This design comes from an exercise in tuning for small area and a short achievable clock period on the open sky130 flow, not from production work. In this exercise RTL edits were held to simulation tests only and were not proved equivalent to the original. No activity file was given, so power comes from the tool's default toggle rates.

==> inputs of build 83 <==
Design cpu, start of the top module:
module cpu(input clk, reset, interrupt,
           input [7:0] datamem_data, usermem_data_in,
           output [7:0] datamem_address, usermem_address, usermem_data_out,
           output rw,
           output [7:0] v1, v2);
    wire [1:0] rsel1, rsel2, wsel;
    wire [7:0] pc_jumpaddr, wdata, read1, read2, alu_out;
    wire we, pc_jump, pc_freeze;
    pc pc0(clk, reset, pc_jump, pc_freeze, pc_jumpaddr, datamem_address);
    regfile reg0(clk, reset, we, wsel, rsel1, rsel2, wdata, read1, read2, v1, v2);
    alu alu0(read1, read2, datamem_data[6:4], alu_out);
    control cntrl0(clk, reset, interrupt, datamem_data, datamem_address, usermem_data_in,
                   read1, read2, alu_out, rsel1, rsel2, wsel, we, wdata,
                   usermem_address, usermem_data_out, pc_jumpaddr, rw, pc_jump, pc_freeze);
endmodule
==> module alu, before the edit <==
module alu (input [7:0] b, a,
            input [2:0] op,
            output reg [7:0] y);
wire       sub = op[0];
wire [7:0] bx  = b ^ {8{sub}};
wire [7:0] p0  = a ^ bx;
wire [7:0] g0  = a & bx;
wire [7:0] g1, p1, g2, p2, g3;
assign g1[0] = g0[0] | (p0[0] & sub);
assign p1[0] = 1'b0;
genvar i;
generate
    for (i = 1; i < 8; i = i + 1)
    begin : l1
        assign g1[i] = g0[i] | (p0[i] & (i == 1 ? g1[0] : g0[i-1]));
        assign p1[i] = p0[i] & p0[i-1];
    end
    for (i = 0; i < 8; i = i + 1)
    begin : l2
        if (i < 2)
        begin : lo
            assign g2[i] = g1[i];
            assign p2[i] = 1'b0;
        end
        else
        begin : hi
            assign g2[i] = g1[i] | (p1[i] & g1[i-2]);
            assign p2[i] = p1[i] & p1[i-2];
        end
    end
    for (i = 0; i < 8; i = i + 1)
    begin : l3
        if (i < 4)
        begin : lo
            assign g3[i] = g2[i];
        end
        else
        begin : hi
            assign g3[i] = g2[i] | (p2[i] & g2[i-4]);
        end
    end
endgenerate
wire [7:0] sum = p0 ^ {g3[6:0], sub};
wire [7:0] rsn = (|b[7:3]) ? 8'b0 : (a >> b[2:0]);
always @*
begin
    case (op)
        3'd0: y = a | b;
        3'd1: y = a & b;
        3'd2: y = ~a;
        3'd3: y = a ^ b;
        3'd4, 3'd5: y = sum;
        3'd6: y = b;
        default: y = rsn;
    endcase
end
endmodule
==> module control, before the edit <==
module control (input clk, reset, interrupt,
                input [7:0] datamem_data, datamem_address, usermem_data_in,
                input [7:0] read1, read2, alu_out,
                output [1:0] rsel1, rsel2, wsel,
                output we,
                output [7:0] wdata,
                output reg [7:0] usermem_address, usermem_data_out, pc_jmpaddr,
                output reg rw,
                output pc_jump, pc_freeze);
localparam S0   = 3'd0;   
localparam S1   = 3'd1;   
localparam S2J  = 3'd2;   
localparam S2S  = 3'd3;   
localparam S3   = 3'd4;   
localparam S4   = 3'd5;   
localparam S56  = 3'd6;   
reg [2:0] stage;
reg [7:0] sp;
reg [7:0] regdata;           
reg [3:0] ins;               
wire [7:0] dd = datamem_data;
wire [3:0] hi = dd[7:4];
wire s0  = (stage == S0);
wire s1  = (stage == S1);
wire s4  = (stage == S4);
wire s56 = (stage == S56);
wire run = !interrupt && !reset;
wire rst = !interrupt && reset;   
wire eq  = (read1 == read2);
wire op_alu  = !dd[7];
wire op_jmp  = (hi == 4'h9);
wire op_call = (hi == 4'ha);
wire op_b    = (hi == 4'hb);
wire op_rts  = op_b && dd[3:0] == 4'h0;
wire op_stsp = op_b && dd[3:0] == 4'h1;
wire op_pop  = op_b && dd[3:0] == 4'h2;
wire op_ldsp = op_b && dd[3:0] == 4'h4;
wire op_push = op_b && dd[3:0] == 4'h8;
wire op_ieq  = (hi == 4'hc);
wire op_ine  = (hi == 4'hd);
wire op_two  = dd[7] && !dd[4] && !dd[5] && !dd[6] || (hi == 4'he) || (hi == 4'hf);
wire ins_ld  = (ins[3:2] == 2'b00);
wire ins_st  = (ins[3:2] == 2'b10);
wire ins_lum = (ins[3:2] == 2'b11);
assign rsel1 = dd[3:2];
assign rsel2 = dd[1:0];
assign wsel  = s1 ? ins[1:0] : dd[1:0];
assign pc_jump   = (stage == S2J) || s4;
assign pc_freeze = s56;
assign we    = !interrupt && ((s0 && (op_alu || op_stsp)) || (s1 && !ins_st));
assign wdata = s1 ? (ins_ld ? dd : regdata) : (dd[7] ? sp : alu_out);
wire       sp_dec = dd[4] && !dd[3];         
wire [7:0] sp_x   = sp ^ {8{sp_dec}};    
wire [7:0] sp_t;
assign sp_t[0] = 1'b1;
genvar k;
generate
    for (k = 1; k < 8; k = k + 1)
    begin : spt
        assign sp_t[k] = sp_t[k-1] & sp_x[k-1];
    end
endgenerate
wire [7:0] sp_pm  = sp ^ sp_t;
always @(posedge clk)
begin
    ins <= {dd[5:4], dd[1:0]};
    if (!interrupt && s0)
        usermem_data_out <= (!dd[6] && !dd[4]) ? datamem_address : read1;
    if (interrupt || reset || (s0 && (op_jmp || op_call)) || s4)
        pc_jmpaddr <= interrupt ? 8'hfd : reset ? 8'h00 : s4 ? usermem_data_in : read2;
    if (rst || (run && ((s0 && (op_alu || op_stsp)) || (s1 && ins_ld) || s56)))
        regdata <= reset ? 8'h00 : s56 ? usermem_data_in : wdata;
    if (rst || (run && s0 && (op_call || op_rts || op_pop || op_push || op_ldsp)))
        sp <= reset ? 8'h00 : op_ldsp ? read1 : sp_pm;
    if (rst || (run && ((s0 && (op_call || op_rts || op_pop || op_push)) || (s1 && !ins_ld))))
        usermem_address <= reset ? 8'h00 : s1 ? dd : op_push ? sp_pm : sp;
    if (!interrupt)
        rw <= !reset && ((s0 && (op_call || op_push)) || (s1 && ins_st));
    if (interrupt || reset)
        stage <= S2J;
    else
        case (stage)
        S0:
            if (op_jmp || op_call)                stage <= S2J;
            else if (op_rts)                      stage <= S4;
            else if (op_pop)                      stage <= S56;
            else if ((op_ieq && eq) || (op_ine && !eq)) stage <= S3;
            else if (op_two)                      stage <= S1;
            else                                  stage <= S0;
        S1:  stage <= ins_lum ? S56 : S0;
        S3:  stage <= (hi <= 4'hd) ? S0 : S2S;
        S4:  stage <= S2J;
        default: stage <= S0;     
        endcase
end
endmodule
export LEC_CHECK = 0
export CAP_MARGIN = 20
export CORE_MARGIN = 2
export CORE_UTILIZATION = 55
export CTS_BUF_LIST = sky130_fd_sc_hd__clkbuf_8
export CTS_CLUSTER_SIZE = 30
export PLACE_DENSITY = 0.8
export SETUP_SLACK_MARGIN = 4.3
export SLEW_MARGIN = 20
create_clock -name core_clock -period 8.5 [get_ports {clk}]
standard.sh (not shown) runs the stock make flow with config.mk's settings and CLKGATE_MAP_FILE= SYNTH_SCRIPT=/design/flow/synth_recipe.tcl, a recipe that flattens the netlist after the stock synthesis.
==> flow/flow/run.sh <==
#!/bin/bash
set -euo pipefail
W=$(pwd)
cat > "$W/flow_synth.tcl" <<EOT
proc abc {args} {
  set i [lsearch -exact \$args -script]
  if {\$i >= 0} { set args [lreplace \$args \$i [expr {\$i + 1}] -script $W/flow/abc.script] }
  puts "flow: abc \$args"
  yosys abc {*}\$args
}
source $W/synth_recipe.tcl
EOT
bash standard.sh "SYNTH_SCRIPT=$W/flow_synth.tcl" "ADDER_MAP_FILE=" \
  "BUFFER_PORTS_ARGS=-buffer_cell sky130_fd_sc_hd__buf_2" finish > layout.log 2>&1
==> flow/flow/abc.script <==
strash
dch
map -D 2000
topo
buffer -p
upsize -D 2000
dnsize -D 2000
stime -p
==> build 54 (differences from build 83) <==
--- a/flow/design.v
+++ b/flow/design.v
@@ -5,40 +5,3 @@
 wire [7:0] bx  = b ^ {8{sub}};
-wire [7:0] p0  = a ^ bx;
-wire [7:0] g0  = a & bx;
-wire [7:0] g1, p1, g2, p2, g3;
-assign g1[0] = g0[0] | (p0[0] & sub);
-assign p1[0] = 1'b0;
-genvar i;
-generate
-    for (i = 1; i < 8; i = i + 1)
-    begin : l1
-        assign g1[i] = g0[i] | (p0[i] & (i == 1 ? g1[0] : g0[i-1]));
-        assign p1[i] = p0[i] & p0[i-1];
-    end
-    for (i = 0; i < 8; i = i + 1)
-    begin : l2
-        if (i < 2)
-        begin : lo
-            assign g2[i] = g1[i];
-            assign p2[i] = 1'b0;
-        end
-        else
-        begin : hi
-            assign g2[i] = g1[i] | (p1[i] & g1[i-2]);
-            assign p2[i] = p1[i] & p1[i-2];
-        end
-    end
-    for (i = 0; i < 8; i = i + 1)
-    begin : l3
-        if (i < 4)
-        begin : lo
-            assign g3[i] = g2[i];
-        end
-        else
-        begin : hi
-            assign g3[i] = g2[i] | (p2[i] & g2[i-4]);
-        end
-    end
-endgenerate
-wire [7:0] sum = p0 ^ {g3[6:0], sub};
+wire [7:0] sum = a + bx + {7'b0, sub};
 wire [7:0] rsn = (|b[7:3]) ? 8'b0 : (a >> b[2:0]);
@@ -148,13 +111,3 @@
 wire       sp_dec = dd[4] && !dd[3];         
-wire [7:0] sp_x   = sp ^ {8{sp_dec}};    
-wire [7:0] sp_t;
-assign sp_t[0] = 1'b1;
-genvar k;
-generate
-    for (k = 1; k < 8; k = k + 1)
-    begin : spt
-        assign sp_t[k] = sp_t[k-1] & sp_x[k-1];
-    end
-endgenerate
-wire [7:0] sp_pm  = sp ^ sp_t;
+wire [7:0] sp_pm  = sp + {{7{sp_dec}}, 1'b1};
 always @(posedge clk)
==> flow/run.sh (new file) <==
#!/bin/bash
# synth_recipe.tcl (not shown) runs the flow's synth.tcl, then flattens the netlist and writes it again
# the make line also repeats each setting of config.mk as NAME=value (left out here)
make -C /OpenROAD-flow-scripts/flow DESIGN_CONFIG=/design/flow/config.mk WORK_HOME=/design/flow/orfs CLKGATE_MAP_FILE= SYNTH_SCRIPT=/design/flow/synth_recipe.tcl finish
Settings changed: CORE_UTILIZATION 55 to 40, CTS_BUF_LIST sky130_fd_sc_hd__clkbuf_8 to unset, CTS_CLUSTER_SIZE 30 to unset, PLACE_DENSITY 0.8 to unset, SETUP_SLACK_MARGIN 4.3 to 4.0.
removed: flow/flow/run.sh
removed: flow/flow/abc.script
removed: flow/standard.sh
==> trial 59 (differences from build 83) <==
--- a/flow/design.v
+++ b/flow/design.v
@@ -1,10 +1,6 @@
-module alu (input [7:0] b, a,
-            input [2:0] op,
-            output reg [7:0] y);
-wire       sub = op[0];
-wire [7:0] bx  = b ^ {8{sub}};
-wire [7:0] p0  = a ^ bx;
-wire [7:0] g0  = a & bx;
+module ksadd (input [7:0] a, b, input cin, output [7:0] s);
+wire [7:0] p0 = a ^ b;
+wire [7:0] g0 = a & b;
 wire [7:0] g1, p1, g2, p2, g3;
-assign g1[0] = g0[0] | (p0[0] & sub);
+assign g1[0] = g0[0] | (p0[0] & cin);
 assign p1[0] = 1'b0;
@@ -42,3 +38,10 @@
 endgenerate
-wire [7:0] sum = p0 ^ {g3[6:0], sub};
+assign s = p0 ^ {g3[6:0], cin};
+endmodule
+module alu (input [7:0] b, a,
+            input [2:0] op,
+            output reg [7:0] y);
+wire [7:0] add, sub;
+ksadd add0(a, b, 1'b0, add);
+ksadd sub0(a, ~b, 1'b1, sub);
 wire [7:0] rsn = (|b[7:3]) ? 8'b0 : (a >> b[2:0]);
@@ -51,3 +54,4 @@
         3'd3: y = a ^ b;
-        3'd4, 3'd5: y = sum;
+        3'd4: y = add;
+        3'd5: y = sub;
         3'd6: y = b;
==> flow/flow/run.sh (replaced) <==
#!/bin/bash
# The standard layout (the standard.sh) with two changes: the port
# buffers are plain buf cells instead of the default delay-buffer cell, and
# Yosys does not map adders to the library's fixed half/full-adder cells
# (ABC maps that logic with the rest). Registers are untouched. ORFS writes
# each step's full log under orfs/logs; make's output goes to layout.log.
set -euo pipefail
bash standard.sh "ADDER_MAP_FILE=" "BUFFER_PORTS_ARGS=-buffer_cell sky130_fd_sc_hd__buf_2" finish > layout.log 2>&1
Settings changed: CORE_UTILIZATION 55 to 65.
removed: flow/flow/abc.script
==> results.py <==
metrics = {
    "die": {
        "start_util_pct": 56.06,
        "core_area_mm2": 0.01018,
    },
    "cells_and_area": {
        "final_common_cell": "o21ai_0",
    },
    "status": {
        "outcome": "no timing/DRC/antenna violations",
    },
    "place": {
        "place_area_mm2": 0.006116,
    },
}
# the run above: build 83

==> results.py <==
metrics = {
    "status": {
        "outcome": "no timing/DRC/antenna violations",
    },
    "die": {
        "start_util_pct": 41.32,
        "core_area_mm2": 0.01531,
    },
    "synthesis": {
        "synth-seq-area-share_pct": 39.39,
    },
    "cells_and_area": {
        "final_common_cell": "edfxtp_1",
    },
    "critical_path": {
        "critPathBufInv": 3,
    },
    "place": {
        "place_area_mm2": 0.007049,
    },
}
# the run above: build 54

==> results.py <==
metrics = {
    "status": {
        "outcome": "no timing/DRC/antenna violations",
    },
    "die": {
        "start_util_pct": 66.72,
        "nWellTaps": 111,
    },
    "pwr": {
        "clkPwrFrac_pct": 24.0,
    },
    "job": {
        "maxCapViolCount": 0,
    },
    "detailed_routing": {
        "drt-pass1-iter-count": 8,
    },
    "cells_and_area": {
        "multi_input_area_share_pct": 50.96,
    },
}
# the run above: trial 59

-- separate check: timing with driven ports --
How much do the figures lean on ideal ports? The routed layouts below were timed once more, with nothing changed but the port constraints. Step 1 sets driving cells, clkbuf_16 on the clock port and buf_2 on the other inputs (assumed; they add their load-dependent delay and slew). Step 2 also shifts input and output timing later by t, the mid clock arrival at the registers, as if the neighbouring blocks saw the same clock. a / b / c = no drivers / after step 1 / after step 2; a / b = the first two.
run	shift t [ns]	slack for setup (ns)	worst setup path after step 2
build 83	0.419	4.288 / 4.281 / 3.862	input to register
build 54	0.395	4.025 / 4.005 / 3.798	input to register
trial 59	0.403	4.308 / 4.288 / 3.885	input to register
After both steps every run listed still meets setup and hold. For build 83, which loses most, drivers alone change the setup slack by -0.007 ns; drivers and shift together by -0.426 ns.
